From an optimization exercise on the open Yosys and OpenROAD flow, aimed at small area; shortcuts taken in it are not production practice. RTL that was checked went through simulation tests only; none was proved equivalent to the original. For runs 4 to 6, only the layout was checked, not whether the RTL still works. Power and IR drop assume default switching activity.

===== flow/standard.sh =====
#!/bin/bash
# synth_recipe.tcl (not shown) runs the flow's synth.tcl, then flattens the netlist and writes it again
# the make line also repeats each setting of config.mk as NAME=value (left out here)
make -C /OpenROAD-flow-scripts/flow DESIGN_CONFIG=/design/flow/config.mk WORK_HOME=/design/flow/orfs CLKGATE_MAP_FILE= SYNTH_SCRIPT=/design/flow/synth_recipe.tcl "${@:-finish}"

===== flow/flow/run.sh =====
#!/bin/bash
set -euo pipefail
bash standard.sh \
  "BUFFER_PORTS_ARGS=-buffer_cell sky130_fd_sc_hd__buf_1" \
  "CTS_ARGS=-sink_clustering_enable -repair_clock_nets -sink_clustering_size 33 -sink_clustering_max_diameter 200 -buf_list sky130_fd_sc_hd__clkbuf_16 -root_buf sky130_fd_sc_hd__clkbuf_8 -tree_buf sky130_fd_sc_hd__clkbuf_8 -dont_use_dummy_load" \
  "REMOVE_ABC_BUFFERS=1" \
  finish > standard_flow.log 2>&1

===== flow/constraint.sdc =====
create_clock -name core_clock -period 4.0 [get_ports {clk}]
set_input_delay 0.8000 -clock core_clock [delete_from_list [all_inputs] [get_ports {clk}]]
set_output_delay 0.8000 -clock core_clock [all_outputs]
set_load 0.01 [all_outputs]

===== flow/config.mk =====
export PLATFORM = sky130hd
export DESIGN_NAME = pipeline
export DESIGN_NICKNAME = pipeline
export VERILOG_FILES = /design/flow/design.v
export SDC_FILE = /design/flow/constraint.sdc
export NUM_CORES = 4
export LEC_CHECK = 0
export CAP_MARGIN = 20
export CORE_MARGIN = 2
export CORE_UTILIZATION = 40
export GPL_TIMING_DRIVEN = 0
export SLEW_MARGIN = 20

===== flow/design.v =====
module pipeline(
    input clk,
    input rst,
    input [22:0] a,
    input [7:0] p,
    input [22:0] b,
    input [7:0] q,
    input m,
    output reg [7:0] final_exponent,
    output reg [22:0] normal_mantissa_sum
);
    genvar i;
    wire [22:0] orp;
    assign orp[0] = 1'b0;
    generate
        for (i = 1; i < 23; i = i + 1) begin : g_orp
            assign orp[i] = orp[i-1] | b[i-1];
        end
    endgenerate
    wire [22:0] bn = b ^ ({23{m}} & orp);
    wire [7:0] eh = ~(p ^ q);
    wire [7:0] eg = p & ~q;
    wire [8:0] c0;
    assign c0[0] = 1'b0;
    generate
        for (i = 0; i < 8; i = i + 1) begin : g_exc
            assign c0[i+1] = eg[i] | (eh[i] & c0[i]);
        end
    endgenerate
    wire       g  = c0[8];                        
    wire [7:0] t0 = eh ^ c0[7:0];
    wire [7:0] d  = t0 ^ {8{~g}};                 
    wire       dz = |d[7:5];                      
    wire [4:0] ds = {d[4:3] | {2{dz}}, d[2:0]};   
    wire [7:0] e  = g ? p : q;
    reg [7:0]  e0;
    reg [22:0] a0;
    reg [22:0] b0;
    reg        g0, g0n;
    reg [4:0]  d0, d0n;
    always @(posedge clk) begin
        e0  <= e;
        a0  <= a;
        b0  <= bn;
        g0  <= g;
        g0n <= ~g;
        d0  <= ds;
        d0n <= ~ds;
    end
    wire [22:0] m1d = ~((a0 | {23{g0n}}) & (b0 | {23{g0}}));
    wire [23:0] v0  = {g0, ~(g0 | a0[22]),
                       ~((b0[22:1] | {22{g0n}}) & (a0[21:0] | {22{g0}}))};
    wire [23:0] v1 = {~(v0[23] | d0[0]),
                      ~((v0[22:0] | {23{d0[0]}}) & (v0[23:1] | {23{d0n[0]}}))};
    wire [23:0] v2 = {~(v1[23:22] & {2{d0n[1]}}),
                      ~((v1[21:0] | {22{d0[1]}}) & (v1[23:2] | {22{d0n[1]}}))};
    wire [23:0] v4 = {~(v2[23:20] | {4{d0[2]}}),
                      ~((v2[19:0] | {20{d0[2]}}) & (v2[23:4] | {20{d0n[2]}}))};
    wire [23:0] v8 = {~(v4[23:16] & {8{d0n[3]}}),
                      ~((v4[15:0] | {16{d0[3]}}) & (v4[23:8] | {16{d0n[3]}}))};
    wire [23:0] sh = {~(v8[23:8] | {16{d0[4]}}),
                      ~((v8[7:0] | {8{d0[4]}}) & (v8[23:16] | {8{d0n[4]}}))};
    reg [7:0]  e1;
    reg [22:0] m1n;
    reg [23:0] s1;
    always @(posedge clk) begin
        e1  <= e0;
        m1n <= m1d;
        s1  <= sh;
    end
    reg r1, r2, r3, r4;
    always @(posedge clk) begin
        r1 <= rst;
        r2 <= r1;
        r3 <= r2;
        r4 <= r3;
    end
    wire [23:0] tsum;
    wire tco;
    bk_add24 add(.x({1'b0, m1n}), .y(s1 ^ {24{~m}}), .ci(~m), .s(tsum), .co(tco));
    wire [23:0] sum = ~tsum;
    wire co_m = ~(m ^ tco);                       
    wire c2n = (rst | r1) ? 1'b0 : (r2 ? ~m : co_m);
    reg        c2;
    reg [23:0] r2v;
    reg [7:0]  e2;
    always @(posedge clk) begin
        c2  <= c2n;
        r2v <= sum;
        e2  <= e1;
    end
    wire z16 = ~|r2v[23:8];
    wire k16 = ~c2 & z16;
    wire [23:0] t16 = k16 ? {r2v[7:0], 16'd0} : r2v;
    wire z8 = ~|t16[23:16];
    wire k8 = ~c2 & z8;
    wire [23:0] t8 = k8 ? {t16[15:0], 8'd0} : t16;
    wire z4 = ~|t8[23:20];
    wire k4 = ~c2 & z4;
    wire [1:0] t4h = k4 ? t8[19:18] : t8[23:22];   
    wire t4l = k4 ? t8[17] : t8[21];
    wire z2 = ~|t4h;
    wire k2 = ~c2 & z2;
    wire t2h = k2 ? t4l : t4h[1];                  
    wire k1 = c2 | ~t2h;
    wire zz = k16 & k8;                           
    wire [4:0] n = {k16, k8, k4 & ~zz, k2 & ~zz, k1 & ~zz};
    wire z2r = r1 | r2 | r3;
    reg [7:0]  e3n;                               
    reg [4:0]  n3;
    reg [2:0]  n3n;                               
    reg [22:0] t3n;                               
    always @(posedge clk) begin
        e3n <= z2r ? 8'hff : ~e2;
        n3  <= (z2r & ~c2) ? 5'd24 : n;
        n3n <= ~n[2:0];
        t3n <= ~t8[22:0];
    end
    wire [7:0] fy = {3'd0, n3} ^ {8{c2}};
    wire [8:0] fc;
    assign fc[0] = c2;
    generate
        for (i = 0; i < 8; i = i + 1) begin : g_fe
            assign fc[i+1] = (e3n[i] & fy[i]) | ((e3n[i] ^ fy[i]) & fc[i]);
        end
    endgenerate
    wire [7:0] fen = e3n ^ fy ^ fc[7:0];           
    wire zo = rst | r1 | r2 | r3 | r4;
    wire s1e  = n3[0] | zo;
    wire s1en = n3n[0] | zo;
    wire [22:0] u4 = ~((t3n | {23{n3[2]}}) & ({t3n[18:0], 4'hf} | {23{n3n[2]}}));   
    wire [22:0] u2 = ~((u4 | {23{n3[1]}}) & ({u4[20:0], 2'b00} | {23{n3n[1]}}));     
    wire [22:0] u1 = ~((u2 | {23{s1e}}) & ({u2[21:0], 1'b1} | {23{s1en}}));          
    always @(posedge clk) begin
        final_exponent <= ~(fen | {8{rst | r1}});
        normal_mantissa_sum <= u1;
    end
endmodule
module bk_add24(input [23:0] x, input [23:0] y, input ci, output [23:0] s, output co);
    wire [23:0] hp = x ^ y;
    wire [23:0] hg = x & y;
    wire g_1 = hg[0] | (hp[0] & ci);
    wire g_2 = hg[2] | (hp[2] & hg[1]);
    wire p_2 = hp[2] & hp[1];
    wire g_3 = hg[4] | (hp[4] & hg[3]);
    wire p_3 = hp[4] & hp[3];
    wire g_4 = hg[6] | (hp[6] & hg[5]);
    wire p_4 = hp[6] & hp[5];
    wire g_5 = hg[8] | (hp[8] & hg[7]);
    wire p_5 = hp[8] & hp[7];
    wire g_6 = hg[10] | (hp[10] & hg[9]);
    wire p_6 = hp[10] & hp[9];
    wire g_7 = hg[12] | (hp[12] & hg[11]);
    wire p_7 = hp[12] & hp[11];
    wire g_8 = hg[14] | (hp[14] & hg[13]);
    wire p_8 = hp[14] & hp[13];
    wire g_9 = hg[16] | (hp[16] & hg[15]);
    wire p_9 = hp[16] & hp[15];
    wire g_10 = hg[18] | (hp[18] & hg[17]);
    wire p_10 = hp[18] & hp[17];
    wire g_11 = hg[20] | (hp[20] & hg[19]);
    wire p_11 = hp[20] & hp[19];
    wire g_12 = hg[22] | (hp[22] & hg[21]);
    wire p_12 = hp[22] & hp[21];
    wire g_13 = g_2 | (p_2 & g_1);
    wire g_14 = g_4 | (p_4 & g_3);
    wire p_14 = p_4 & p_3;
    wire g_15 = g_6 | (p_6 & g_5);
    wire p_15 = p_6 & p_5;
    wire g_16 = g_8 | (p_8 & g_7);
    wire p_16 = p_8 & p_7;
    wire g_17 = g_10 | (p_10 & g_9);
    wire p_17 = p_10 & p_9;
    wire g_18 = g_12 | (p_12 & g_11);
    wire p_18 = p_12 & p_11;
    wire g_19 = g_14 | (p_14 & g_13);
    wire g_20 = g_16 | (p_16 & g_15);
    wire p_20 = p_16 & p_15;
    wire g_21 = g_18 | (p_18 & g_17);
    wire p_21 = p_18 & p_17;
    wire g_22 = g_20 | (p_20 & g_19);
    wire g_23 = g_21 | (p_21 & g_22);
    wire g_24 = g_15 | (p_15 & g_19);
    wire g_25 = g_17 | (p_17 & g_22);
    wire g_26 = g_3 | (p_3 & g_13);
    wire g_27 = g_5 | (p_5 & g_19);
    wire g_28 = g_7 | (p_7 & g_24);
    wire g_29 = g_9 | (p_9 & g_22);
    wire g_30 = g_11 | (p_11 & g_25);
    wire g_31 = hg[1] | (hp[1] & g_1);
    wire g_32 = hg[3] | (hp[3] & g_13);
    wire g_33 = hg[5] | (hp[5] & g_26);
    wire g_34 = hg[7] | (hp[7] & g_19);
    wire g_35 = hg[9] | (hp[9] & g_27);
    wire g_36 = hg[11] | (hp[11] & g_24);
    wire g_37 = hg[13] | (hp[13] & g_28);
    wire g_38 = hg[15] | (hp[15] & g_22);
    wire g_39 = hg[17] | (hp[17] & g_29);
    wire g_40 = hg[19] | (hp[19] & g_25);
    wire g_41 = hg[21] | (hp[21] & g_30);
    wire g_42 = hg[23] | (hp[23] & g_23);
    assign s[0] = hp[0] ^ ci;
    assign s[1] = hp[1] ^ g_1;
    assign s[2] = hp[2] ^ g_31;
    assign s[3] = hp[3] ^ g_13;
    assign s[4] = hp[4] ^ g_32;
    assign s[5] = hp[5] ^ g_26;
    assign s[6] = hp[6] ^ g_33;
    assign s[7] = hp[7] ^ g_19;
    assign s[8] = hp[8] ^ g_34;
    assign s[9] = hp[9] ^ g_27;
    assign s[10] = hp[10] ^ g_35;
    assign s[11] = hp[11] ^ g_24;
    assign s[12] = hp[12] ^ g_36;
    assign s[13] = hp[13] ^ g_28;
    assign s[14] = hp[14] ^ g_37;
    assign s[15] = hp[15] ^ g_22;
    assign s[16] = hp[16] ^ g_38;
    assign s[17] = hp[17] ^ g_29;
    assign s[18] = hp[18] ^ g_39;
    assign s[19] = hp[19] ^ g_25;
    assign s[20] = hp[20] ^ g_40;
    assign s[21] = hp[21] ^ g_30;
    assign s[22] = hp[22] ^ g_41;
    assign s[23] = hp[23] ^ g_23;
    assign co = g_42;
endmodule

==> flow_metrics.tcl, run 1 <==
set metrics [dict create \
    max_stage_delay_ps 440 \
    clk_pin_slew_worst_paths_ps 110 \
    start_util 0.404 \
    grtUsageTotal 0.146 \
    grt_pass1_vias 6146 \
    yosys.area.top_type "dfxtp_1" \
    sequentialPowerShare 0.563 \
    end_kind "register" \
    core_um2 22400 \
    max_freq_mhz 261 \
    start_kind "primary input" \
    r2r-start "c2" \
    p_comb_frac 0.253 \
    final_core_util 0.439 \
    cpMostUsedCell "fa_2" \
    reg2reg_slack_ps 350 \
    tns_ps 0 \
    hold_depth 0 \
    clkPwrFrac 0.185 \
    setup-violations-final 0 \
    synth-edff-count 0 \
    hp-start "e1[1]" \
    drive_gt1_frac 0.0461 \
    firstDrtPassIters 5 \
    syn_area_per_cell_um2 9.79 \
    die-area_um2 23900 \
    cts_hold_buf 0 \
    finalHoldViolations 0 \
    synth_cell_types 48 \
    synth_warnings 1 \
    synth_cells 926 \
    crit_fanout 2 \
    drv_slew 0 \
    whs_endpoint "e2[1]" \
    clk_latency_ps 510 \
    drcViolationCount 0 \
    synth_ff_type "dfxtp_1" \
    period_share 0.958 \
    rows 55 \
    cap_violations 0 \
    peakVddDrop_v 0.000266 \
    reg2reg_to "final_exponent[7]" \
    skew_ps 37.6 \
    drtIter0Drc 290 \
    antenna_found_initial 0 \
    cts_root_buffer "clkbuf_8" \
    num_io_pins 96 \
    synth-seq-cells 228 \
    hold_class "register to register" \
    slew_headroom 0.455 \
    critPathArrivalTime_ps 4200 \
    wl_um 17400 \
    syn-cell-area_um2 9070 \
    vias 6443 \
    critPathKind "primary input to register" \
    nNetsFinal 1092 \
    portBuffers 95 \
    cts_tree "built" \
    grt_pass1_wl_um 29300 \
    cts_sinks 228 \
    worst_r2r_path_depth 12 \
    detailed_place_hpwl_um 13500 \
    synthToLayoutAreaGrowth_pct 8.51 \
    grt_max_degree 49 \
    ys_async_sr_fraction 0 \
    wl_per_cell_um 13.8 \
    htree_levels 1 \
    rsz0062_at_grt "no" \
    gp_congestion 0.887 \
    layout_min_cycle_time_ps 3830 \
    leakagePower_nw 3.81 \
    worstMarginPinSlew_ps 817 \
    vias_per_cell 5.11 \
    p_int_mw 3.72 \
    grt_overflow_total 0 \
    n_antenna_cell 0 \
    power.switching_mw 1.82 \
    critPathRequiredTime_ps 4370 \
    sw_frac_of_total 0.328 \
    outcome "finished clean" \
    cts_buffers 10 \
    synth_area_leaders "dfxtp_1 (50%), o22ai_1 (12%), xnor2_1 (5.3%), fa_1 (5.3%), ha_1 (3.3%)" \
    cp_slowest_cell "fa_2" \
    clk_path_buf_depth 3 \
    crit_chain "buf_1, inv_1, ha_1, fa_2, fa_2, fa_1, fa_1, fa_2, fa_1, inv_1, fa_2, nor3_2, nand2_1, o21a_1" \
    chipHeight_um 155 \
    antenna_left 0 \
    p_per_area_nw_per_um2 562 \
    die_w_um 155 \
    synth.yosys.seq_area_share 0.503 \
    synth_top_area_frac 0.503 \
    finalPower_mw 5.54 \
]
==> flip-flops by register name (all words and copies together), names as in the netlist, 23 cells and up <==
register	count
r2v	24
s1	24
a0	23
b0	23
m1n	23
normal_mantissa_sum	23
t3n	23
==> area by class of cell <==
| cell class | instances | area [µm²] |
|---|---|---|
| sequential | 228 | 4570 |
| fill | 2238 | 12600 |
| multi-input combinational | 584 | 4100 |
| timing repair buffer | 97 | 385 |
| clock buffer | 10 | 216 |
| tap | 285 | 357 |
| inverter | 58 | 218 |
==> through the flow <==
stage / setup WS (ps) / hold slack (ps) / area [µm²] / cells
final: 167 / 316 / 9840 / 1262
after CTS: 0.711 / 313 / 9830 / 1262
after floorplan: -368 / 310 / 8860 / 870
after global routing: 41.6 / 303 / 9840 / 1262
after global placement: -1660 / 312 / 9570 / 1250
after detailed placement: -863 / 313 / 9600 / 1251
==> layout by cell type, fill, tap and decap left out, types with 10 or more instances in the layout <==
| cell type | netlist | routed |
|---|---|---|
| dfxtp_1 | 228 | 225 |
| o22ai_1 | 170 | 170 |
| buf_1 | 8 | 94 |
| nor2_1 | 70 | 70 |
| inv_1 | 58 | 58 |
| xnor2_1 | 55 | 55 |
| nand2_1 | 49 | 49 |
| a21oi_1 | 33 | 33 |
| ha_1 | 24 | 24 |
| o21ai_0 | 20 | 20 |
| fa_1 | 24 | 20 |
| xor2_1 | 13 | 13 |
| nor3_1 | 14 | 12 |
| and3_1 | 10 | 10 |
==> what timing repair did <==
item,4_1_cts,5_1_grt
gates resized for setup,2,4
pin swaps,1,1
setup endpoints to repair,11,12
gates cloned,0,0
setup buffers,1,0
==> Yosys cell counts, types with 2 or more instances <==
cell and n:
a21o_1 5, a31oi_1 6, or3_1 5, xor2_1 13
a2111oi_0 2, or4_4 4, o21a_1 2, nand2b_1 4
nor2_1 70, and2_1 7, o32ai_1 2, a21oi_1 33
nand3_1 6, nor2b_1 9, and3_1 10, xnor2_1 55
mux2i_1 2, o22ai_1 170, o31ai_1 6, a221o_1 3
fa_1 24, or4_1 4, clkbuf_1 48, o221ai_1 2
buf_1 8, nor3_1 14, inv_1 58, or2_2 6
ha_1 24, mux2_2 7, o21ai_0 20, or3_4 2
nand2_1 49, dfxtp_1 228, a221oi_1 5
==> metal layers <==
layer | GRT usage | part of all wire | vias to the layer above
li1 | - | - | 3374
met1 | 0.193 | 0.47 | 2916
met2 | 0.257 | 0.48 | 138
met3 | 0.0221 | 0.036 | 15
met4 | 0.0260 | 0.015 | 0
met5 | 0 | 0 | -
==> cell families after synthesis <==
group / Yosys count / synth area share
AO/OA/AOI/OAI: 264 / 0.183
flip-flops: 228 / 0.503
AND/OR/NAND/NOR: 195 / 0.104
buffers and inverters: 114 / 0.0472
XOR/XNOR: 68 / 0.0657
adder cells (fa/ha/maj): 48 / 0.0861
multiplexers: 9 / 0.0109
==> power by group through the flow <==
| stage | registers [mW] | logic [mW] | clock network (mW) |
|---|---|---|---|
| 4_1_cts | 3.11 | 1.41 | 1.07 |
| 3_5_place_dp | 3.16 | 1.39 | 0 |
| 6_report | 3.12 | 1.40 | 1.02 |
| 3_3_place_gp | 3.15 | 1.38 | 0 |
| 2_1_floorplan | 3.02 | 1.09 | 0 |
| 5_1_grt | 3.17 | 1.59 | 1.16 |
==> critical path, delay by kind of cell <==
kind / cells / cell delay, ps
fa+ha+maj: 8 / 2800
buf+inv: 3 / 230
simple gates: 2 / 210
compound gates: 1 / 140
==> worst max-delay path by stage <==
stage | cells after the start | to | from | slack [ps]
3_3_place_gp | 11 | r2v[21] | m | -1660
5_1_grt | 15 | d0n[4] | q[0] | 40
3_5_place_dp | 15 | d0[4] | q[0] | -860
4_1_cts | 14 | d0[4] | q[0] | 0.7
6_report | 14 | d0[4] | q[0] | 170
2_1_floorplan | 14 | d0[3] | q[0] | -370
==> run 2: changes to the inputs <==
==> flow/flow/run.sh (replaced) <==
#!/bin/bash
set -euo pipefail
bash standard.sh \
  "BUFFER_PORTS_ARGS=-buffer_cell sky130_fd_sc_hd__buf_1" \
  "CTS_ARGS=-sink_clustering_enable -repair_clock_nets -sink_clustering_size 33 -sink_clustering_max_diameter 200 -buf_list sky130_fd_sc_hd__clkbuf_16 -dont_use_dummy_load" \
  "REMOVE_ABC_BUFFERS=1" \
  finish > standard_flow.log 2>&1
--- a/flow/config.mk
+++ b/flow/config.mk
@@ -8,5 +8,5 @@
 export CAP_MARGIN = 20
 export CORE_MARGIN = 2
-export CORE_UTILIZATION = 40
+export CORE_UTILIZATION = 55
 export GPL_TIMING_DRIVEN = 0
 export SLEW_MARGIN = 20
==> run 2 against run 1 <==
Still clean. Fmax down 1.1%. Sequential power is essentially flat. Worst hold slack better by 24 ps. Clock power up 6%. Non-clock buffer count is 1 higher. Register-to-register slack barely moved. First-iteration DRC count shrank 6.2%. Combinational power about the same. Via count is 2.4% higher. Largest power group unchanged. Highest routed layer unchanged.
==> flow_metrics.tcl, run 2 <==
set metrics [dict create \
    reg2reg_to "final_exponent[7]" \
    ys_async_sr_fraction 0 \
    cap_violations 0 \
    outcome "finished clean" \
    whs_endpoint "e1[0]" \
    hold_depth 0 \
    cts_tree "built" \
    syn_area_per_cell_um2 9.79 \
    setup-violations-final 0 \
    layout_min_cycle_time_ps 3880 \
    p_int_mw 3.79 \
    cts_buffers 10 \
    die-area_um2 17500 \
    synthToLayoutAreaGrowth_pct 8.06 \
    dp_cells 1182 \
    r2r-start "c2" \
    period_share 0.969 \
    max_stage_delay_ps 460 \
    synth_most_common_cell "dfxtp_1" \
    final_cell_mix "dfxtp_1 (225), o22ai_1 (170), buf_1 (94), nor2_1 (70), inv_1 (58)" \
    cp_slowest_cell "fa_2" \
    synth_area_leaders "dfxtp_1 (50%), o22ai_1 (12%), xnor2_1 (5.3%), fa_1 (5.3%), ha_1 (3.3%)" \
    htree_levels 1 \
    n_antenna_cell 0 \
    drive_gt1_frac 0.0460 \
    crit_fanout 2 \
    cpMostUsedCell "fa_2" \
    synth-seq-cells 228 \
    synth_warnings 1 \
    syn-cell-area_um2 9070 \
    hp-start "e0[0]" \
    critPathRequiredTime_ps 4360 \
    critPathKind "primary input to register" \
    worstMarginPinSlew_ps 972 \
    synth-edff-count 0 \
    nNetsFinal 1093 \
    finalHoldViolations 0 \
    antenna_found_initial 0 \
    fill_cells 1455 \
    clk_path_buf_depth 3 \
    grt_overflow_total 0 \
    portBuffers 95 \
    chipHeight_um 132 \
    slew_headroom 0.347 \
    cts_hold_buf 0 \
    finalWorstSetupSlack_ps 124 \
    clk_pin_slew_worst_paths_ps 110 \
    post_dp_cell_area_um2 9510 \
    die_w_um 132 \
    synth.yosys.seq_area_share 0.503 \
    start_kind "primary input" \
    clk_latency_ps 460 \
    power.switching_mw 1.83 \
    detailed_place_hpwl_um 14100 \
    reg.largest.list "r2v (24), s1 (24)" \
    grt_max_degree 49 \
    ys_top_cells_by_count "dfxtp_1 (228), o22ai_1 (170), nor2_1 (70)" \
    fin_area_um2 9800 \
    cts_root_buffer "clkbuf_16" \
    crit_chain "buf_1, inv_1, ha_1, fa_2, fa_1, fa_2, fa_2, fa_1, fa_1, inv_1, fa_2, nor3_4, nand2_1, o21a_1" \
    synth_ff_type "dfxtp_1" \
    synth_top_area_frac 0.503 \
    grt_pass1_vias 6421 \
    ff_latch_area_um2 4570 \
    leakagePower_nw 3.84 \
    hold_class "register to register" \
    grtUsageTotal 0.201 \
    layout_commonest_cell "dfxtp_1" \
    cp_top_family "adder cells" \
    p_comb_frac 0.253 \
    wl_um 17900 \
    start_util 0.567 \
    reg2reg_slack_ps 340 \
    fin_cells 1194 \
    vias_per_cell 5.53 \
    sw_frac_of_total 0.326 \
    grt_pass1_wl_um 29500 \
    firstDrtPassIters 4 \
    end_kind "register" \
    finalPower_mw 5.62 \
    crit_buf_inv 3 \
    drv_slew 0 \
    sequentialPowerShare 0.554 \
    gp_congestion 0.898 \
    dpl_worst_slack_ps -814 \
    core_um2 16000 \
    hold_ws_ps 339 \
    yosys.area.top_type "dfxtp_1" \
    peakVddDrop_v 0.000379 \
    skew_ps 20.1 \
    synth_cell_types 48 \
    cts_sinks 228 \
    wl_per_cell_um 15.0 \
    synth_cells 926 \
    multi_input_area_um2 4100 \
    num_io_pins 96 \
    critPathArrivalTime_ps 4240 \
    clkPwrFrac 0.193 \
    vias 6600 \
    max_freq_mhz 258 \
    rows 46 \
    p_per_area_nw_per_um2 574 \
    drcViolationCount 0 \
    worst_r2r_path_depth 12 \
    drtIter0Drc 272 \
    antenna_left 0 \
]
[run 2: cell counts after synthesis]
Identical to the previous run, type by type.
[run 2: repair_timing]
action	CTS	global route
buffers inserted	2	0
setup endpoints to repair	13	15
gates resized for setup	2	6
pin swaps	2	0
[run 2: area by class of cell]
cell class,count,area share
well taps,216,0.0276
multi-input cells,584,0.418
flip-flops and latches,228,0.466
repair buffers,98,0.0403
clock buffers,10,0.0255
inverters,58,0.0222
[run 2: how the worst max path moves through the flow]
stage	endpoint	slack, ps	startpoint	depth (start not counted)
2_1_floorplan	d0[3]	-370	q[0]	14
3_3_place_gp	r2v[21]	-1590	m	11
3_5_place_dp	d0[3]	-810	q[0]	15
4_1_cts	d0[4]	40	q[0]	14
5_1_grt	d0[3]	-10	q[0]	14
6_report	d0[4]	120	q[0]	14
[run 2: kinds of logic (layout without fill, tap and decap cells)]
family,after synthesis,in the layout,share of synthesized area
flip-flops,228,228,0.503
XOR/XNOR,68,68,0.0657
adder cells (fa/ha/maj),48,48,0.0861
buffers and inverters,114,166,0.0472
AND/OR/NAND/NOR,195,195,0.104
multiplexers,9,9,0.0109
AO/OA/AOI/OAI,264,264,0.183
[run 2: metal layers]
metal | global-route usage | vias up | part of all wire
li1 | - | 3377 | -
met1 | 0.240 | 3061 | 0.43
met2 | 0.382 | 139 | 0.52
met3 | 0.0295 | 23 | 0.037
met4 | 0.0442 | 0 | 0.014
met5 | 0 | - | 0
[run 2: power groups by stage]
stage          clock [mW]  combinational, mW  sequential [mW]
2_1_floorplan           0               1.09             3.02
3_3_place_gp            0               1.38             3.16
3_5_place_dp            0               1.40             3.17
4_1_cts              1.12               1.42             3.11
5_1_grt              1.19               1.61             3.18
6_report             1.08               1.42             3.12
[run 2: through the flow]
step	utilization	setup TNS [ps]
3_5_place_dp	0.594	-11340
2_1_floorplan	-	-3200
4_1_cts	0.611	0
5_1_grt	0.613	-19.1
3_3_place_gp	0.593	-26480
6_report	0.613	0
==> run 3: changes to the inputs <==
--- a/flow/config.mk
+++ b/flow/config.mk
@@ -8,5 +8,5 @@
 export CAP_MARGIN = 20
 export CORE_MARGIN = 2
-export CORE_UTILIZATION = 55
+export CORE_UTILIZATION = 40
 export GPL_TIMING_DRIVEN = 0
 export SLEW_MARGIN = 20
==> run 3 against run 2 <==
Combinational power about the same. Count of clock-buffer cells in the layout stayed put. Final cell count up 5.7%. Clock skew rose by 9.9 ps. Global-route usage fell by 5.5 points. Critical path type unchanged.
==> flow_metrics.tcl, run 3 <==
set metrics [dict create \
    dp_cells 1251 \
    critPathRequiredTime_ps 4340 \
    clkPwrFrac 0.195 \
    cts_sinks 228 \
    setup-violations-final 0 \
    nNetsFinal 1092 \
    drtIter0Drc 288 \
    synth_most_common_cell "dfxtp_1" \
    cts_buffers 10 \
    gp_congestion 0.887 \
    drv_slew 0 \
    yosys.area.top_type "dfxtp_1" \
    drcViolationCount 0 \
    detailed_place_hpwl_um 13500 \
    critPathKind "primary input to register" \
    cts_root_buffer "clkbuf_16" \
    layout_commonest_cell "dfxtp_1" \
    p_comb_frac 0.250 \
    hold_ws_ps 323 \
    synthAdderAreaFrac 0.0861 \
    n_antenna_cell 0 \
    synthToLayoutAreaGrowth_pct 8.91 \
    worst_r2r_path_depth 12 \
    grt_max_degree 49 \
    num_io_pins 96 \
    worstMarginPinSlew_ps 819 \
    end_kind "register" \
    grt_overflow_total 0 \
    slew_headroom 0.453 \
    layout_min_cycle_time_ps 3850 \
    die_w_um 155 \
    clk_pin_slew_worst_paths_ps 110 \
    clk_latency_ps 470 \
    syn_area_per_cell_um2 9.79 \
    start_util 0.404 \
    clk_path_buf_depth 3 \
    rows 55 \
    sw_frac_of_total 0.325 \
    p_per_area_nw_per_um2 568 \
    grtUsageTotal 0.146 \
    synth_ff_type "dfxtp_1" \
    rsz0062_at_grt "no" \
    fin_cells 1262 \
    portBuffers 95 \
    synth_cell_types 48 \
    wl_um 17500 \
    cpMostUsedCell "fa_2" \
    peakVddDrop_v 0.000284 \
    cts_tree "built" \
    cts_hold_buf 0 \
    leakagePower_nw 3.83 \
    outcome "finished clean" \
    antenna_found_initial 0 \
    firstDrtPassIters 5 \
    vias_per_cell 5.11 \
    cp_num_cells 14 \
    synth-simple-area-share 0.104 \
    synth_top_area_frac 0.503 \
    drive_gt1_frac 0.0481 \
    antenna_left 0 \
    vias 6449 \
    reg.largest.list "r2v (24), s1 (24)" \
    hold_depth 0 \
    finalHoldViolations 0 \
    grt_pass1_wl_um 29400 \
    final_core_util 0.440 \
    crit_buf_inv 3 \
    cap_violations 0 \
    htree_levels 1 \
    synth_top_family_by_area "compound AO/OA/AOI/OAI gates" \
    synth_warnings 1 \
    hold_class "register to register" \
    synth-edff-count 0 \
    skew_ps 30.0 \
    cp_top_family "adder cells" \
    synth_compound_area_frac 0.183 \
    grt_pass1_vias 6148 \
    core_um2 22400 \
    finalPower_mw 5.61 \
    yosys.area_share.xor_xnor 0.0657 \
    p_int_mw 3.79 \
    power.switching_mw 1.82 \
    period_share 0.963 \
    max_freq_mhz 260 \
    synth_cells 926 \
    chipHeight_um 155 \
    synth.yosys.seq_area_share 0.503 \
    yosys-mux-area-fraction 0.0109 \
    crit_fanout 2 \
    max_stage_delay_ps 430 \
    start_kind "primary input" \
    cp_slowest_cell "fa_2" \
    ys_async_sr_fraction 0 \
    wl_per_cell_um 13.8 \
    crit_chain "buf_1, inv_1, ha_1, fa_2, fa_2, fa_2, fa_1, fa_2, fa_1, inv_2, fa_2, nor3_2, nand2_1, o21a_1" \
    die-area_um2 23900 \
    synth_area_leaders "dfxtp_1 (50%), o22ai_1 (12%), xnor2_1 (5.3%), fa_1 (5.3%), ha_1 (3.3%)" \
    syn-cell-area_um2 9070 \
    sequentialPowerShare 0.555 \
    final_cell_mix "dfxtp_1 (225), o22ai_1 (170), buf_1 (94), nor2_1 (70), inv_1 (57)" \
    critPathArrivalTime_ps 4200 \
    synth-seq-cells 228 \
    ys_top_cells_by_count "dfxtp_1 (228), o22ai_1 (170), nor2_1 (70)" \
]
-- run 3: logic make-up after synthesis --
group / Yosys count
XOR/XNOR: 68
flip-flops: 228
multiplexers: 9
buffers and inverters: 114
AO/OA/AOI/OAI: 264
AND/OR/NAND/NOR: 195
adder cells (fa/ha/maj): 48
-- run 3: repair_timing --
item / in CTS / in global routing
pin swaps: 2 / 1
gates cloned: 0 / 0
hold endpoints to repair: 0 / 0
resized for setup: 2 / 6
setup buffers: 1 / 0
endpoints found under the setup margin: 11 / 13
-- run 3: worst paths after layout --
path | startpoint | end | slack (ps)
max | q[0] | d0[4] | 150
min | e1[1] | e2[1] | 320
max reg2reg | c2 | final_exponent[7] | 350
min reg2reg | e1[1] | e2[1] | 320
-- run 3: routing by layer --
layer | global-route usage | part of all wire | vias to the layer above
li1 | - | - | 3375
met1 | 0.193 | 0.47 | 2920
met2 | 0.258 | 0.48 | 140
met3 | 0.0213 | 0.036 | 14
met4 | 0.0251 | 0.012 | 0
met5 | 0 | 0 | -
-- run 3: final cells by class --
class,instances,area (µm²)
flip-flops and latches,228,4570
repair buffers,97,385
multi-input cells,584,4100
clock buffers,10,250
well taps,285,357
fillers,2230,12600
inverters,58,218
-- run 3: per-stage QoR --
step / setup WS, ps / setup TNS [ps] / area [µm²]
floorplan: -368 / -3200 / 8860
global placement: -1660 / -29260 / 9570
detailed placement: -863 / -11180 / 9600
CTS: 12.8 / 0 / 9860
global route: 34.9 / 0 / 9880
finish: 147 / 0 / 9880
-- run 3: power by group through the flow --
stage	combinational (mW)	sequential (mW)	clock, mW
CTS	1.41	3.11	1.14
global route	1.60	3.17	1.23
finish	1.40	3.12	1.09
floorplan	1.09	3.02	0
detailed placement	1.39	3.16	0
global placement	1.38	3.15	0
-- run 3: worst register-to-register path: stages (launching register included) --
cell     delay [ps]
dfxtp_1         660
mux2i_1         180
fa_1            450
fa_1            430
fa_1            430
fa_1            390
inv_1            70
fa_1            150
inv_1            50
fa_1            370
xnor2_1         170
xnor2_1         140
nor3_1           60
==> run 4: changes to the inputs <==
--- a/flow/design.v
+++ b/flow/design.v
@@ -11,12 +11,4 @@
 );
     genvar i;
-    wire [22:0] orp;
-    assign orp[0] = 1'b0;
-    generate
-        for (i = 1; i < 23; i = i + 1) begin : g_orp
-            assign orp[i] = orp[i-1] | b[i-1];
-        end
-    endgenerate
-    wire [22:0] bn = b ^ ({23{m}} & orp);
     wire [7:0] eh = ~(p ^ q);
     wire [7:0] eg = p & ~q;
@@ -37,4 +29,5 @@
     reg [22:0] a0;
     reg [22:0] b0;
+    reg        m0;
     reg        g0, g0n;
     reg [4:0]  d0, d0n;
@@ -42,5 +35,6 @@
         e0  <= e;
         a0  <= a;
-        b0  <= bn;
+        b0  <= b;
+        m0  <= m;
         g0  <= g;
         g0n <= ~g;
@@ -48,7 +42,15 @@
         d0n <= ~ds;
     end
-    wire [22:0] m1d = ~((a0 | {23{g0n}}) & (b0 | {23{g0}}));
+    wire [22:0] orp;
+    assign orp[0] = 1'b0;
+    generate
+        for (i = 1; i < 23; i = i + 1) begin : g_orp
+            assign orp[i] = orp[i-1] | b0[i-1];
+        end
+    endgenerate
+    wire [22:0] bn = b0 ^ ({23{m0}} & orp);
+    wire [22:0] m1d = ~((a0 | {23{g0n}}) & (bn | {23{g0}}));
     wire [23:0] v0  = {g0, ~(g0 | a0[22]),
-                       ~((b0[22:1] | {22{g0n}}) & (a0[21:0] | {22{g0}}))};
+                       ~((bn[22:1] | {22{g0n}}) & (a0[21:0] | {22{g0}}))};
     wire [23:0] v1 = {~(v0[23] | d0[0]),
                       ~((v0[22:0] | {23{d0[0]}}) & (v0[23:1] | {23{d0n[0]}}))};
==> run 4 against run 3 <==
Largest cell class is now multi-input gates. Clock power hardly changed. Core utilization is 0.20 points lower. Synthesized cell count is 23% higher. Count of clock-buffer cells in the layout stayed put. Largest power group unchanged. Highest routed layer unchanged. Global-route usage is 2.7 points higher.
==> flow_metrics.tcl, run 4 <==
set metrics [dict create \
    fill_cells 2593 \
    detailed_place_hpwl_um 18600 \
    reg2reg_to "final_exponent[7]" \
    vias_per_cell 5.51 \
    synthToLayoutAreaGrowth_pct 7.69 \
    nNetsFinal 1279 \
    ff_latch_area_um2 4590 \
    max_freq_mhz 254 \
    clk_path_buf_depth 3 \
    p_per_area_nw_per_um2 521 \
    wl_um 24700 \
    start_kind "primary input" \
    synth_cells 1138 \
    synth_cell_types 85 \
    grt_overflow_total 0 \
    clk_latency_ps 470 \
    finalWorstSetupSlack_ps 59.0 \
    final_cell_mix "dfxtp_1 (224), buf_1 (92), nor2_1 (81), o22ai_1 (81), inv_1 (64)" \
    drv_slew 0 \
    grt_pass1_vias 7861 \
    cts_sinks 229 \
    synth_ff_type "dfxtp_1" \
    worstMarginPinSlew_ps 1100 \
    reg2reg_slack_ps 470 \
    outcome "finished clean" \
    synth.yosys.seq_area_share 0.432 \
    syn_area_per_cell_um2 9.32 \
    grtUsageTotal 0.173 \
    start_util 0.407 \
    gp_congestion 0.902 \
    critPathArrivalTime_ps 4300 \
    layout_commonest_cell "dfxtp_1" \
    layout_min_cycle_time_ps 3940 \
    cts_tree "built" \
    finalHoldViolations 0 \
    vias 8257 \
    leakagePower_nw 4.32 \
    ys_async_sr_fraction 0 \
    dpl_worst_slack_ps -644 \
    wl_per_cell_um 16.4 \
    die-area_um2 27800 \
    period_share 0.985 \
    post_dp_cell_area_um2 11100 \
    crit_end "d0[3]" \
    hp-start "e1[4]" \
    die_w_um 167 \
    synth_area_leaders "dfxtp_1 (43%), o22ai_1 (4.8%), fa_1 (4.5%), xnor2_1 (4.0%), nor2_1 (2.9%)" \
    end_kind "register" \
    drive_gt1_frac 0.0627 \
    syn-cell-area_um2 10600 \
    critPathKind "primary input to register" \
    synth-edff-count 0 \
    critPathRequiredTime_ps 4360 \
    cap_violations 0 \
    worst_r2r_path_depth 12 \
    core_um2 26100 \
    hold_ws_ps 339 \
    slew_headroom 0.248 \
    antenna_found_initial 0 \
    grt_pass1_wl_um 40300 \
    yosys.area.top_type "dfxtp_1" \
    synth_top_area_frac 0.432 \
    peakVddDrop_v 0.000320 \
    synth-seq-cells 229 \
    chipHeight_um 167 \
    hold_class "register to register" \
    multi_input_area_um2 5480 \
    post_cts_buffers 0 \
    skew_ps 12.7 \
    firstDrtPassIters 5 \
    synth_most_common_cell "dfxtp_1" \
    reg.largest.list "r2v (24), s1 (24)" \
    cts_buffers 10 \
    portBuffers 95 \
    crit_start "q[0]" \
    synth_warnings 1 \
    ys_top_cells_by_count "dfxtp_1 (229), nor2_1 (82), o22ai_1 (81)" \
    htree_levels 1 \
    num_io_pins 96 \
    drtIter0Drc 532 \
    cts_root_buffer "clkbuf_16" \
    clk_pin_slew_worst_paths_ps 120 \
    rows 59 \
    grt_max_degree 45 \
    cts_hold_buf 0 \
    n_antenna_cell 0 \
    setup-violations-final 0 \
    crit_fanout 2 \
    drcViolationCount 0 \
    antenna_left 0 \
    r2r-start "c2" \
    fin_area_um2 11400 \
]
-- run 4: cell count changes after synthesis, sizes merged, moves of 12 or more --
cell	before	now
nand3	6	21
clkbuf	48	70
nor3	14	36
nor2	70	83
o22ai	170	81
o2bb2ai	0	12
a211oi	1	13
o21ai	21	43
nand2	49	63
nor4	1	16
-- run 4: area by class of cell --
class	count	area share
Multi-Input combinational cell	757	0.480
Inverter	70	0.0230
Tap cell	335	0.0367
Sequential cell	229	0.402
Timing Repair Buffer	98	0.0368
Clock buffer	10	0.0219
-- run 4: critical path, cell delays in order --
cell	delay (ps)
clkbuf_2	100
inv_2	70
ha_4	120
inv_2	30
fa_2	320
inv_2	60
fa_2	190
fa_2	180
inv_1	50
fa_2	340
fa_2	400
fa_2	340
fa_2	430
or4_4	490
or2_4	240
o21a_1	140
-- run 4: worst min-delay path by stage --
stage,endpoint,slack (ps),depth (start not counted)
6_report,e2[4],340,0
5_1_grt,e1[3],350,0
4_1_cts,e1[3],340,0
3_5_place_dp,e1[7],310,0
3_3_place_gp,e1[7],310,0
2_1_floorplan,e1[0],310,0
-- run 4: what timing repair did --
action	CTS	global route
resized for setup	3	16
pin swaps	0	1
endpoints found under the setup margin	4	8
-- run 4: cell families (layout without fill, tap and decap cells) --
| family | Yosys count | after routing | synth area share |
|---|---|---|---|
| xor gates and xnor gates | 67 | 67 | 0.0553 |
| and+or+nand+nor | 301 | 301 | 0.144 |
| adders and majority gates | 48 | 48 | 0.0736 |
| buffers and inverters | 152 | 178 | 0.0558 |
| DFF | 229 | 229 | 0.432 |
| AOI/OAI and AO/OA | 323 | 323 | 0.221 |
| muxes | 18 | 18 | 0.0184 |
-- run 4: power breakdown --
part	switching, mW	total (mW)	internal, mW
Clock	0.646	1.10	0.455
Combinational	0.968	1.72	0.748
Sequential	0.448	3.13	2.68
-- run 4: per-layer routing --
metal	wire (µm)	share of wire	vias to the layer above	GRT usage
met5	0	0	-	0
met3	790	0.032	32	0.0192
li1	-	-	4182	-
met4	480	0.019	0	0.0409
met1	11300	0.46	3874	0.228
met2	12000	0.49	169	0.303
-- run 4: per-stage QoR --
stage	setup TNS, ps	util	instances	power (mW)
after floorplan	-979	-	1056	4.30
after global placement	-15950	0.424	1486	4.84
after detailed placement	-5380	0.427	1489	4.87
after CTS	0	0.437	1499	5.99
after global routing	-51.0	0.438	1499	6.35
final	0	0.438	1499	5.95
==> run 5: changes to the inputs <==
--- a/flow/design.v
+++ b/flow/design.v
@@ -11,4 +11,12 @@
 );
     genvar i;
+    wire [22:0] orp;
+    assign orp[0] = 1'b0;
+    generate
+        for (i = 1; i < 23; i = i + 1) begin : g_orp
+            assign orp[i] = orp[i-1] | b[i-1];
+        end
+    endgenerate
+    wire [22:0] bn = b ^ ({23{m}} & orp);
     wire [7:0] eh = ~(p ^ q);
     wire [7:0] eg = p & ~q;
@@ -29,5 +37,4 @@
     reg [22:0] a0;
     reg [22:0] b0;
-    reg        m0;
     reg        g0, g0n;
     reg [4:0]  d0, d0n;
@@ -35,6 +42,5 @@
         e0  <= e;
         a0  <= a;
-        b0  <= b;
-        m0  <= m;
+        b0  <= bn;
         g0  <= g;
         g0n <= ~g;
@@ -42,15 +48,7 @@
         d0n <= ~ds;
     end
-    wire [22:0] orp;
-    assign orp[0] = 1'b0;
-    generate
-        for (i = 1; i < 23; i = i + 1) begin : g_orp
-            assign orp[i] = orp[i-1] | b0[i-1];
-        end
-    endgenerate
-    wire [22:0] bn = b0 ^ ({23{m0}} & orp);
-    wire [22:0] m1d = ~((a0 | {23{g0n}}) & (bn | {23{g0}}));
+    wire [22:0] m1d = ~((a0 | {23{g0n}}) & (b0 | {23{g0}}));
     wire [23:0] v0  = {g0, ~(g0 | a0[22]),
-                       ~((bn[22:1] | {22{g0n}}) & (a0[21:0] | {22{g0}}))};
+                       ~((b0[22:1] | {22{g0n}}) & (a0[21:0] | {22{g0}}))};
     wire [23:0] v1 = {~(v0[23] | d0[0]),
                       ~((v0[22:0] | {23{d0[0]}}) & (v0[23:1] | {23{d0n[0]}}))};
@@ -109,23 +107,23 @@
     wire [4:0] n = {k16, k8, k4 & ~zz, k2 & ~zz, k1 & ~zz};
     wire z2r = r1 | r2 | r3;
-    reg [7:0]  e3n;                               
+    reg [7:0]  e3;
     reg [4:0]  n3;
     reg [2:0]  n3n;                               
     reg [22:0] t3n;                               
     always @(posedge clk) begin
-        e3n <= z2r ? 8'hff : ~e2;
+        e3  <= z2r ? 8'd0 : e2;
         n3  <= (z2r & ~c2) ? 5'd24 : n;
         n3n <= ~n[2:0];
         t3n <= ~t8[22:0];
     end
-    wire [7:0] fy = {3'd0, n3} ^ {8{c2}};
+    wire [7:0] fy = {3'd0, n3} ^ {8{~c2}};
     wire [8:0] fc;
-    assign fc[0] = c2;
+    assign fc[0] = ~c2;
     generate
         for (i = 0; i < 8; i = i + 1) begin : g_fe
-            assign fc[i+1] = (e3n[i] & fy[i]) | ((e3n[i] ^ fy[i]) & fc[i]);
+            assign fc[i+1] = (e3[i] & fy[i]) | ((e3[i] ^ fy[i]) & fc[i]);
         end
     endgenerate
-    wire [7:0] fen = e3n ^ fy ^ fc[7:0];           
+    wire [7:0] fe = e3 ^ fy ^ fc[7:0];
     wire zo = rst | r1 | r2 | r3 | r4;
     wire s1e  = n3[0] | zo;
@@ -135,5 +133,5 @@
     wire [22:0] u1 = ~((u2 | {23{s1e}}) & ({u2[21:0], 1'b1} | {23{s1en}}));          
     always @(posedge clk) begin
-        final_exponent <= ~(fen | {8{rst | r1}});
+        final_exponent <= fe & ~{8{rst | r1}};
         normal_mantissa_sum <= u1;
     end
==> flow/flow/run.sh (replaced) <==
#!/bin/bash
set -euo pipefail
bash standard.sh \
  "BUFFER_PORTS_ARGS=-buffer_cell sky130_fd_sc_hd__buf_1" \
  "CTS_ARGS=-sink_clustering_enable -repair_clock_nets -sink_clustering_size 32 -sink_clustering_max_diameter 150 -buf_list sky130_fd_sc_hd__clkbuf_16 -dont_use_dummy_load" \
  "REMOVE_ABC_BUFFERS=1" \
  finish > standard_flow.log 2>&1
==> run 5 against run 4 <==
First-iteration DRC count shrank 57%. Sequential share of layout area grew 5.9 points. Final cell count shrank 17%. Still clean on timing, DRC and antenna. Critical path depth shrank 2. Critical endpoint unchanged. Die area shrank 14%. Worst hold slack lost 9.1 ps.
==> flow_metrics.tcl, run 5 <==
set metrics [dict create \
    end_kind "register" \
    p_per_area_nw_per_um2 572 \
    grt_overflow_total 0 \
    synth_most_common_cell "dfxtp_1" \
    reg2reg_to "final_exponent[7]" \
    clk_path_buf_depth 3 \
    peakVddDrop_v 0.000298 \
    crit_fanout 2 \
    fin_cells 1241 \
    drive_gt1_frac 0.0492 \
    fill_cells 2243 \
    wl_um 17600 \
    crit_end "d0[3]" \
    finalHoldViolations 0 \
    chipHeight_um 155 \
    yosys.area_share.xor_xnor 0.0657 \
    drcViolationCount 0 \
    synth_warnings 1 \
    grtUsageTotal 0.145 \
    detailed_place_hpwl_um 13700 \
    syn_area_per_cell_um2 10.0 \
    antenna_found_initial 0 \
    htree_levels 1 \
    period_share 0.971 \
    clk_latency_ps 470 \
    synthToLayoutAreaGrowth_pct 9.29 \
    vias_per_cell 5.13 \
    vias 6368 \
    leakagePower_nw 3.71 \
    synth_top_area_frac 0.504 \
    synth_cells 902 \
    worstMarginPinSlew_ps 830 \
    clk_pin_slew_worst_paths_ps 120 \
    hold_class "register to register" \
    worst_r2r_path_depth 11 \
    cts_tree "built" \
    final_cell_mix "dfxtp_1 (225), o22ai_1 (168), buf_1 (94), nor2_1 (62), xnor2_1 (57)" \
    rows 55 \
    max_freq_mhz 257 \
    die_w_um 155 \
    synth-seq-cells 228 \
    yosys.area.top_type "dfxtp_1" \
    setup-violations-final 0 \
    dp_cells 1229 \
    ys_top_cells_by_count "dfxtp_1 (228), o22ai_1 (168), nor2_1 (62)" \
    die-area_um2 23900 \
    gp_congestion 0.882 \
    outcome "finished clean" \
    synth_top_family_by_area "compound AO/OA/AOI/OAI gates" \
    firstDrtPassIters 6 \
    critPathRequiredTime_ps 4360 \
    rsz0062_at_grt "no" \
    r2r-start "c2" \
    synth_compound_area_frac 0.201 \
    slew_headroom 0.446 \
    post_dp_cell_area_um2 9600 \
    critPathKind "primary input to register" \
    cap_violations 0 \
    cts_buffers 11 \
    cts_sinks 228 \
    antenna_left 0 \
    n_antenna_cell 0 \
    synthAdderAreaFrac 0.0862 \
    start_util 0.404 \
    drv_slew 0 \
    synth-simple-area-share 0.0900 \
    drtIter0Drc 230 \
    num_io_pins 96 \
    critPathArrivalTime_ps 4250 \
    synth_ff_type "dfxtp_1" \
    synth_area_leaders "dfxtp_1 (50%), o22ai_1 (12%), xnor2_1 (5.5%), fa_1 (5.3%), ha_1 (3.3%)" \
    grt_pass1_vias 5950 \
    reg2reg_slack_ps 360 \
    crit_start "q[0]" \
    grt_max_degree 49 \
    grt_pass1_wl_um 28800 \
    ys_async_sr_fraction 0 \
    synth_cell_types 51 \
    layout_commonest_cell "dfxtp_1" \
    fin_area_um2 9900 \
    cts_hold_buf 0 \
    syn-cell-area_um2 9060 \
    wl_per_cell_um 14.2 \
    core_um2 22400 \
    synth-edff-count 0 \
    reg.largest.list "r2v (24), s1 (24)" \
    portBuffers 95 \
    nNetsFinal 1071 \
    start_kind "primary input" \
    synth.yosys.seq_area_share 0.504 \
    skew_ps 68.0 \
    cts_root_buffer "clkbuf_16" \
    layout_min_cycle_time_ps 3890 \
    yosys-mux-area-fraction 0.00980 \
]
==> run 5: changes by cell type after synthesis, moves of 10 or more <==
cell	change
a21oi_1	-10
nor4_1	-12
nor2_1	-20
clkbuf_1	-22
or4_1	-10
mux2i_1	-11
nor3_1	-24
inv_1	-15
o21ai_0	-23
o22ai_1	+87
nand3_1	-16
nand2_1	-28
o2bb2ai_1	-12
==> run 5: layout make-up <==
class	instances	area, µm²	area share
timing repair buffer	97	385	0.0389
clock buffer	11	275	0.0278
multi-input combinational	568	4120	0.416
tap	285	357	0.0360
sequential	228	4570	0.461
inverter	52	195	0.0197
==> run 5: kinds of logic after synthesis <==
kind of cell / count (synthesis)
flip-flops: 228
adder cells (fa/ha/maj): 48
multiplexers: 8
AO/OA/AOI/OAI: 278
XOR/XNOR: 68
buffers and inverters: 106
AND/OR/NAND/NOR: 166
==> run 5: worst min path at each step <==
stage          start  endpoint  slack [ps]  depth (start not counted)
2_1_floorplan  e0[0]     e1[0]         310                          0
3_3_place_gp   e1[0]     e2[0]         310                          0
3_5_place_dp   e0[0]     e1[0]         310                          0
4_1_cts        e0[0]     e1[0]         340                          0
5_1_grt        e1[6]     e2[6]         340                          0
6_report       e1[6]     e2[6]         330                          0
==> run 5: power breakdown <==
group          switching [mW]  total, mW  leakage [nW]  internal, mW
combinational           0.765       1.42          1.68         0.653
sequential              0.426       3.10          1.90          2.68
clock                   0.651       1.15         0.136         0.497
==> run 5: what timing repair did <==
item / 4_1_cts / 5_1_grt
buffers inserted: 1 / 0
pin swaps: 1 / 0
setup endpoints to repair: 12 / 13
gates resized for setup: 3 / 5
==> run 5: routing by layer <==
metal | up-vias | wire [µm] | GRT usage
met1 | 2856 | 8260 | 0.191
met2 | 144 | 8310 | 0.253
met4 | 0 | 315 | 0.0322
met5 | - | 0 | 0
met3 | 20 | 696 | 0.0221
li1 | 3348 | - | -
==> run 5: critical path, stage by stage <==
cell and delay [ps]:
buf_1 90, inv_1 50, ha_1 200, fa_2 350, fa_2 350, fa_1 380
fa_1 390, fa_2 360, fa_2 340, inv_1 90, fa_2 450, nor3_4 190
nand2_1 80, o21a_1 140
==> run 5: through the flow <==
stage | utilization | hold WS [ps] | TNS [ps] | worst slack (ps) | total power [mW]
2_1_floorplan | - | 310 | -3200 | -368 | 4.10
3_3_place_gp | 0.427 | 312 | -28840 | -1440 | 4.55
3_5_place_dp | 0.428 | 312 | -11290 | -877 | 4.56
4_1_cts | 0.441 | 340 | 0 | 12.8 | 5.71
5_1_grt | 0.441 | 343 | 0 | 23.0 | 6.05
6_report | 0.441 | 329 | 0 | 115 | 5.67
==> run 6: changes to the inputs <==
--- a/flow/design.v
+++ b/flow/design.v
@@ -79,15 +79,15 @@
     wire tco;
     bk_add24 add(.x({1'b0, m1n}), .y(s1 ^ {24{~m}}), .ci(~m), .s(tsum), .co(tco));
-    wire [23:0] sum = ~tsum;
     wire co_m = ~(m ^ tco);                       
     wire c2n = (rst | r1) ? 1'b0 : (r2 ? ~m : co_m);
     reg        c2;
-    reg [23:0] r2v;
+    reg [23:0] r2vn;
     reg [7:0]  e2;
     always @(posedge clk) begin
         c2  <= c2n;
-        r2v <= sum;
+        r2vn <= tsum;
         e2  <= e1;
     end
+    wire [23:0] r2v = ~r2vn;
     wire z16 = ~|r2v[23:8];
     wire k16 = ~c2 & z16;
@@ -107,23 +107,23 @@
     wire [4:0] n = {k16, k8, k4 & ~zz, k2 & ~zz, k1 & ~zz};
     wire z2r = r1 | r2 | r3;
-    reg [7:0]  e3;
+    reg [7:0]  e3n;                               
     reg [4:0]  n3;
     reg [2:0]  n3n;                               
     reg [22:0] t3n;                               
     always @(posedge clk) begin
-        e3  <= z2r ? 8'd0 : e2;
+        e3n <= z2r ? 8'hff : ~e2;
         n3  <= (z2r & ~c2) ? 5'd24 : n;
         n3n <= ~n[2:0];
         t3n <= ~t8[22:0];
     end
-    wire [7:0] fy = {3'd0, n3} ^ {8{~c2}};
+    wire [7:0] fy = {3'd0, n3} ^ {8{c2}};
     wire [8:0] fc;
-    assign fc[0] = ~c2;
+    assign fc[0] = c2;
     generate
         for (i = 0; i < 8; i = i + 1) begin : g_fe
-            assign fc[i+1] = (e3[i] & fy[i]) | ((e3[i] ^ fy[i]) & fc[i]);
+            assign fc[i+1] = (e3n[i] & fy[i]) | ((e3n[i] ^ fy[i]) & fc[i]);
         end
     endgenerate
-    wire [7:0] fe = e3 ^ fy ^ fc[7:0];
+    wire [7:0] fen = e3n ^ fy ^ fc[7:0];           
     wire zo = rst | r1 | r2 | r3 | r4;
     wire s1e  = n3[0] | zo;
@@ -133,5 +133,5 @@
     wire [22:0] u1 = ~((u2 | {23{s1e}}) & ({u2[21:0], 1'b1} | {23{s1en}}));          
     always @(posedge clk) begin
-        final_exponent <= fe & ~{8{rst | r1}};
+        final_exponent <= ~(fen | {8{rst | r1}});
         normal_mantissa_sum <= u1;
     end
==> flow/flow/run.sh (replaced) <==
#!/bin/bash
# The standard layout (standard.sh, unchanged synthesis) with three
# layout choices:
#  - port buffers made from the smallest buffer cell (buf_1);
#  - a coarser clock tree: clusters of up to 33 flip-flops, each driven by a
#    clkbuf_16, a clkbuf_8 at the root, no dummy clock loads;
#  - the buffers ABC inserts during synthesis are removed at floorplan;
#    the resizer adds back only what slew, capacitance and timing need.
# All tool output goes to standard_flow.log here (ORFS's own per-step logs
# are under orfs/logs).
set -euo pipefail
bash standard.sh \
  "BUFFER_PORTS_ARGS=-buffer_cell sky130_fd_sc_hd__buf_1" \
  "CTS_ARGS=-sink_clustering_enable -repair_clock_nets -sink_clustering_size 33 -sink_clustering_max_diameter 200 -buf_list sky130_fd_sc_hd__clkbuf_16 -root_buf sky130_fd_sc_hd__clkbuf_8 -dont_use_dummy_load" \
  "REMOVE_ABC_BUFFERS=1" \
  finish > standard_flow.log 2>&1
==> run 6 against run 5 <==
Register-to-register slack got worse by 40 ps. Highest routed layer unchanged. Still clean. Area after synthesis increased by 0.99%. Largest power group unchanged. Critical path depth unchanged. Worst hold slack improved by 10 ps. First-iteration DRC count increased by 31%. Core utilization decreased by 0.097 points. Critical endpoint unchanged. Die area increased by 0.97%. Non-clock buffer count increased by 1.
==> flow_metrics.tcl, run 6 <==
set metrics [dict create \
    top_usage_layer "met2" \
    crit_fanout 2 \
    drive_gt1_frac 0.0581 \
    antenna_found_initial 0 \
    vias_per_cell 5.05 \
    r2r-start "c2" \
    max_stage_delay_ps 450 \
    syn-cell-area_um2 9150 \
    rows 55 \
    fin_cells 1283 \
    layout_min_cycle_time_ps 3820 \
    synth_cells 944 \
    start_kind "primary input" \
    reg2reg_to "final_exponent[7]" \
    p_int_mw 3.76 \
    cts_root_buffer "clkbuf_8" \
    finalHoldViolations 0 \
    p_per_area_nw_per_um2 564 \
    skew_ps 39.7 \
    outcome "finished clean" \
    cts_tree "built" \
    crit_chain "buf_1, inv_1, ha_1, fa_1, fa_2, fa_1, fa_1, fa_1, fa_2, inv_2, fa_2, nor3_4, nand2_1, o21a_1" \
    sequentialPowerShare 0.553 \
    setup-violations-final 0 \
    syn_area_per_cell_um2 9.69 \
    wl_um 17500 \
    leakagePower_nw 3.83 \
    synth-edff-count 0 \
    critPathKind "primary input to register" \
    p_comb_frac 0.264 \
    cts_sinks 228 \
    post_dp_cell_area_um2 9690 \
    final_core_util 0.440 \
    sw_frac_of_total 0.330 \
    dpl_worst_slack_ps -773 \
    wl_per_cell_um 13.6 \
    synth_most_common_cell "dfxtp_1" \
    cp_slowest_cell "fa_2" \
    start_util 0.405 \
    tns_ps 0 \
    synth_warnings 1 \
    clk_path_buf_depth 3 \
    synth_area_leaders "dfxtp_1 (50%), o22ai_1 (12%), xnor2_1 (5.6%), fa_1 (5.3%), ha_1 (3.3%)" \
    grt_overflow_total 0 \
    synth.yosys.seq_area_share 0.499 \
    drv_slew 0 \
    grtUsageTotal 0.145 \
    n_antenna_cell 0 \
    fin_area_um2 9940 \
    finalWorstSetupSlack_ps 177 \
    vias 6478 \
    max_freq_mhz 262 \
    num_io_pins 96 \
    die_w_um 155 \
    hp-start "e1[4]" \
    synth_top_area_frac 0.499 \
    critPathArrivalTime_ps 4230 \
    hold_class "register to register" \
    yosys.area.top_type "dfxtp_1" \
    synth_cell_types 54 \
    dp_cells 1271 \
    chipHeight_um 155 \
    grt_pass1_wl_um 29000 \
    final_cell_mix "dfxtp_1 (225), o22ai_1 (170), buf_1 (94), nor2_1 (69), inv_1 (63)" \
    gp_congestion 0.890 \
    synth_ff_type "dfxtp_1" \
    ys_top_cells_by_count "dfxtp_1 (228), o22ai_1 (170), nor2_1 (69)" \
    rsz0062_at_grt "no" \
    synth-seq-cells 228 \
    critPathRequiredTime_ps 4400 \
    grt_util_met2 0.253 \
    multi_input_area_um2 4170 \
    clk_pin_slew_worst_paths_ps 120 \
    synthToLayoutAreaGrowth_pct 8.64 \
    clk_latency_ps 520 \
    htree_levels 1 \
    whs_endpoint "e2[4]" \
    grt_max_degree 49 \
    peakVddDrop_v 0.000259 \
    met1_usage 0.188 \
    ys_async_sr_fraction 0 \
    power.switching_mw 1.85 \
    cts_buffers 10 \
    hold_depth 0 \
    drtIter0Drc 302 \
    drcViolationCount 0 \
    worst_r2r_path_depth 12 \
    period_share 0.956 \
    antenna_left 0 \
    cap_violations 0 \
    ff_latch_area_um2 4570 \
    reg2reg_slack_ps 320 \
    layout_commonest_cell "dfxtp_1" \
    clkPwrFrac 0.182 \
    cpMostUsedCell "fa_1" \
    firstDrtPassIters 5 \
    core_um2 22600 \
    detailed_place_hpwl_um 13800 \
    fill_cells 2247 \
    portBuffers 95 \
    worstMarginPinSlew_ps 821 \
    end_kind "register" \
    nNetsFinal 1113 \
    grt_pass1_vias 6119 \
    reg.largest.list "r2vn (24), s1 (24)" \
    slew_headroom 0.452 \
    use_met3 0.0206 \
    die-area_um2 24100 \
]
-- run 6: cell types whose count changed in the layout (fill, tap and decap cells not counted), sizes merged, moves of 8 or more --
| cell | previous run | this run |
|---|---|---|
| a21oi | 20 | 28 |
| and2 | 15 | 5 |
| inv | 52 | 64 |
| nand2 | 33 | 53 |
| nand3 | 5 | 13 |
| o21ai | 21 | 31 |
| or2 | 5 | 14 |
-- run 6: how the worst max path moves through the flow --
stage	from	end	slack (ps)
CTS	q[0]	d0[4]	6
global placement	m	r2vn[17]	-1510
floorplan	q[0]	d0[3]	-350
finish	q[0]	d0[3]	180
detailed placement	q[0]	d0[4]	-770
global route	c2	final_exponent[7]	10
-- run 6: kinds of logic (layout without fill, tap and decap cells) --
kind of cell	after synthesis	after routing	share of synthesized area
compound gates	270	270	0.185
xor+xnor	68	68	0.0651
fa+ha+maj	48	48	0.0853
buf+inv	118	172	0.0484
flops	228	228	0.499
mux	8	8	0.00971
simple gates	204	204	0.107
-- run 6: stage by stage --
stage | total power, mW | hold WS, ps
after floorplan | 4.17 | 310
after global placement | 4.62 | 312
after detailed placement | 4.63 | 312
after CTS | 5.65 | 338
after global routing | 5.98 | 337
final | 5.61 | 340
-- run 6: cell type report --
class / instances / share of cell area
Multi-Input combinational cell: 598 / 0.419
Sequential cell: 228 / 0.459
Timing Repair Buffer: 98 / 0.0395
Clock buffer: 10 / 0.0218
Inverter: 64 / 0.0242
Tap cell: 285 / 0.0359
-- run 6: routing by layer --
layer	vias to the layer above	share of wire
li1	3435	-
met1	2893	0.47
met2	129	0.47
met3	21	0.035
met4	0	0.019
met5	-	0
-- run 6: power by group through the flow --
stage | Clock [mW] | Combinational (mW) | Sequential [mW]
final | 1.02 | 1.48 | 3.10
after global routing | 1.13 | 1.68 | 3.16
after CTS | 1.07 | 1.48 | 3.11
after detailed placement | 0 | 1.47 | 3.16
after global placement | 0 | 1.46 | 3.15
after floorplan | 0 | 1.15 | 3.02
-- run 6: repair_timing --
action,CTS,global route
setup buffers,2,0
hold buffers,0,0
pin swaps,1,1
gates resized for setup,1,6
endpoints found under the setup margin,8,10
-- run 6: critical path: cells and delay by family --
family / cells / cell delay, ps
fa+ha+maj: 8 / 2860
buf+inv: 3 / 220
simple gates: 2 / 200
compound gates: 1 / 130
==> run 7: changes to the inputs <==
--- a/flow/design.v
+++ b/flow/design.v
@@ -79,15 +79,15 @@
     wire tco;
     bk_add24 add(.x({1'b0, m1n}), .y(s1 ^ {24{~m}}), .ci(~m), .s(tsum), .co(tco));
+    wire [23:0] sum = ~tsum;
     wire co_m = ~(m ^ tco);                       
     wire c2n = (rst | r1) ? 1'b0 : (r2 ? ~m : co_m);
     reg        c2;
-    reg [23:0] r2vn;
+    reg [23:0] r2v;
     reg [7:0]  e2;
     always @(posedge clk) begin
         c2  <= c2n;
-        r2vn <= tsum;
+        r2v <= sum;
         e2  <= e1;
     end
-    wire [23:0] r2v = ~r2vn;
     wire z16 = ~|r2v[23:8];
     wire k16 = ~c2 & z16;
==> run 7 against run 6 <==
Still clean on timing, DRC and antenna. Final cell count shrank 1.6%. Core utilization shrank 0.18 points. Worst hold slack lost 24 ps. Power shrank 1.3%. Sequential share of layout area grew 0.47 points. Sequential power is essentially flat. Synthesized cell count shrank 1.9%. Clock skew shrank 2.1 ps. Wire length shrank 0.44%. Combinational power shrank 5%. Area after synthesis shrank 0.89%. Highest routed layer unchanged.
==> flow_metrics.tcl, run 7 <==
set metrics [dict create \
    crit_buf_inv 3 \
    start_util 0.404 \
    gp_congestion 0.887 \
    synthToLayoutAreaGrowth_pct 8.51 \
    hp-start "e1[1]" \
    p_int_mw 3.72 \
    drtIter0Drc 290 \
    grt_pass1_vias 6146 \
    final_cell_mix "dfxtp_1 (225), o22ai_1 (170), buf_1 (94), nor2_1 (70), inv_1 (58)" \
    drive_gt1_frac 0.0461 \
    dpl_worst_slack_ps -863 \
    worst_r2r_path_depth 12 \
    critPathArrivalTime_ps 4200 \
    die-area_um2 23900 \
    layout_commonest_cell "dfxtp_1" \
    cp_top_family "adder cells" \
    crit_chain "buf_1, inv_1, ha_1, fa_2, fa_2, fa_1, fa_1, fa_2, fa_1, inv_1, fa_2, nor3_2, nand2_1, o21a_1" \
    crit_fanout 2 \
    num_io_pins 96 \
    finalHoldViolations 0 \
    synth_cell_types 48 \
    syn-cell-area_um2 9070 \
    grt_max_degree 49 \
    max_stage_delay_ps 440 \
    antenna_left 0 \
    cp_num_cells 14 \
    reg.largest.list "r2v (24), s1 (24)" \
    cts_buffers 10 \
    p_comb_frac 0.253 \
    r2r-start "c2" \
    finalPower_mw 5.54 \
    cp_slowest_cell "fa_2" \
    synth_most_common_cell "dfxtp_1" \
    layout_min_cycle_time_ps 3830 \
    crit_start "q[0]" \
    wl_um 17400 \
    chipHeight_um 155 \
    synth_ff_type "dfxtp_1" \
    cts_root_buffer "clkbuf_8" \
    rows 55 \
    nNetsFinal 1092 \
    grt_pass1_wl_um 29300 \
    outcome "finished clean" \
    cap_violations 0 \
    wl_per_cell_um 13.8 \
    period_share 0.958 \
    firstDrtPassIters 5 \
    clk_path_buf_depth 3 \
    vias_per_cell 5.11 \
    grtUsageTotal 0.146 \
    cts_tree "built" \
    cts_sinks 228 \
    start_kind "primary input" \
    syn_area_per_cell_um2 9.79 \
    clk_pin_slew_worst_paths_ps 110 \
    synth-edff-count 0 \
    grt_overflow_total 0 \
    die_w_um 155 \
    clkPwrFrac 0.185 \
    end_kind "register" \
    yosys.area.top_type "dfxtp_1" \
    drcViolationCount 0 \
    critPathKind "primary input to register" \
    htree_levels 1 \
    synth.yosys.seq_area_share 0.503 \
    synth_cells 926 \
    clk_latency_ps 510 \
    slew_headroom 0.455 \
    n_antenna_cell 0 \
    rsz0062_at_grt "no" \
    max_freq_mhz 261 \
]
run 7: cell count changes after synthesis, sizes merged, moves of 6 or more:
| cell | before | now |
|---|---|---|
| and3 | 2 | 10 |
| inv | 64 | 58 |
| nand3 | 13 | 6 |
| o21ai | 31 | 21 |
| or2 | 14 | 6 |
run 7: routing by layer:
metal / track usage / vias to the layer above / routed length [µm]
li1: - / 3374 / -
met1: 0.193 / 2916 / 8190
met2: 0.257 / 138 / 8310
met4: 0.0260 / 0 / 257
met3: 0.0221 / 15 / 627
met5: 0 / - / 0
run 7: worst reg2reg max path, cell delays in order (launching register included):
cell and delay (ps):
dfxtp_1 660, mux2i_1 180, fa_1 450, fa_1 430
fa_1 430, fa_1 390, inv_1 70, fa_1 150
inv_1 50, fa_1 370, xnor2_1 170, xnor2_1 140
nor3_1 60
run 7: what timing repair did:
| action | in CTS | in global routing |
|---|---|---|
| gates cloned | 0 | 0 |
| pin swaps | 1 | 1 |
| setup buffers | 1 | 0 |
| hold buffers | 0 | 0 |
| endpoints found under the setup margin | 11 | 12 |
| resized for setup | 2 | 4 |
run 7: layout make-up:
cell class                      instances  area [µm²]
Timing Repair Buffer                   97         385
Clock buffer                           10         216
Tap cell                              285         357
Fill cell                            2238       12600
Multi-Input combinational cell        584        4100
Inverter                               58         218
Sequential cell                       228        4570
run 7: kinds of logic after synthesis:
group / Yosys count / share of synthesized area
mux: 9 / 0.0109
simple gates: 195 / 0.104
flops: 228 / 0.503
xor+xnor: 68 / 0.0657
buf+inv: 114 / 0.0472
compound gates: 264 / 0.183
fa+ha+maj: 48 / 0.0861
run 7: through the flow:
stage / std cells / area [µm²] / hold slack, ps / TNS (ps) / util
after CTS: 1262 / 9830 / 313 / 0 / 0.438
after global placement: 1250 / 9570 / 312 / -29260 / 0.427
final: 1262 / 9840 / 316 / 0 / 0.439
after global routing: 1262 / 9840 / 303 / 0 / 0.439
after floorplan: 870 / 8860 / 310 / -3200 / -
after detailed placement: 1251 / 9600 / 313 / -11180 / 0.428
run 7: worst paths after layout:
path	slack, ps	end
setup / recovery	170	d0[4]
hold / removal	320	e2[1]
setup reg to reg	350	final_exponent[7]
hold reg to reg	320	e2[1]
run 7: power groups by stage:
stage,registers [mW],logic (mW),clock network (mW)
final,3.12,1.40,1.02
after detailed placement,3.16,1.39,0
after CTS,3.11,1.41,1.07
after global routing,3.17,1.59,1.16
after floorplan,3.02,1.09,0
after global placement,3.15,1.38,0

Check on run 7: ideal ports give 0.167 ns setup slack; a clkbuf_16 on the clock port and buf_2 on the inputs give 0.171 ns; moving port delays by the midpoint clock arrival (0.530 ns) as well gives -0.359 ns.
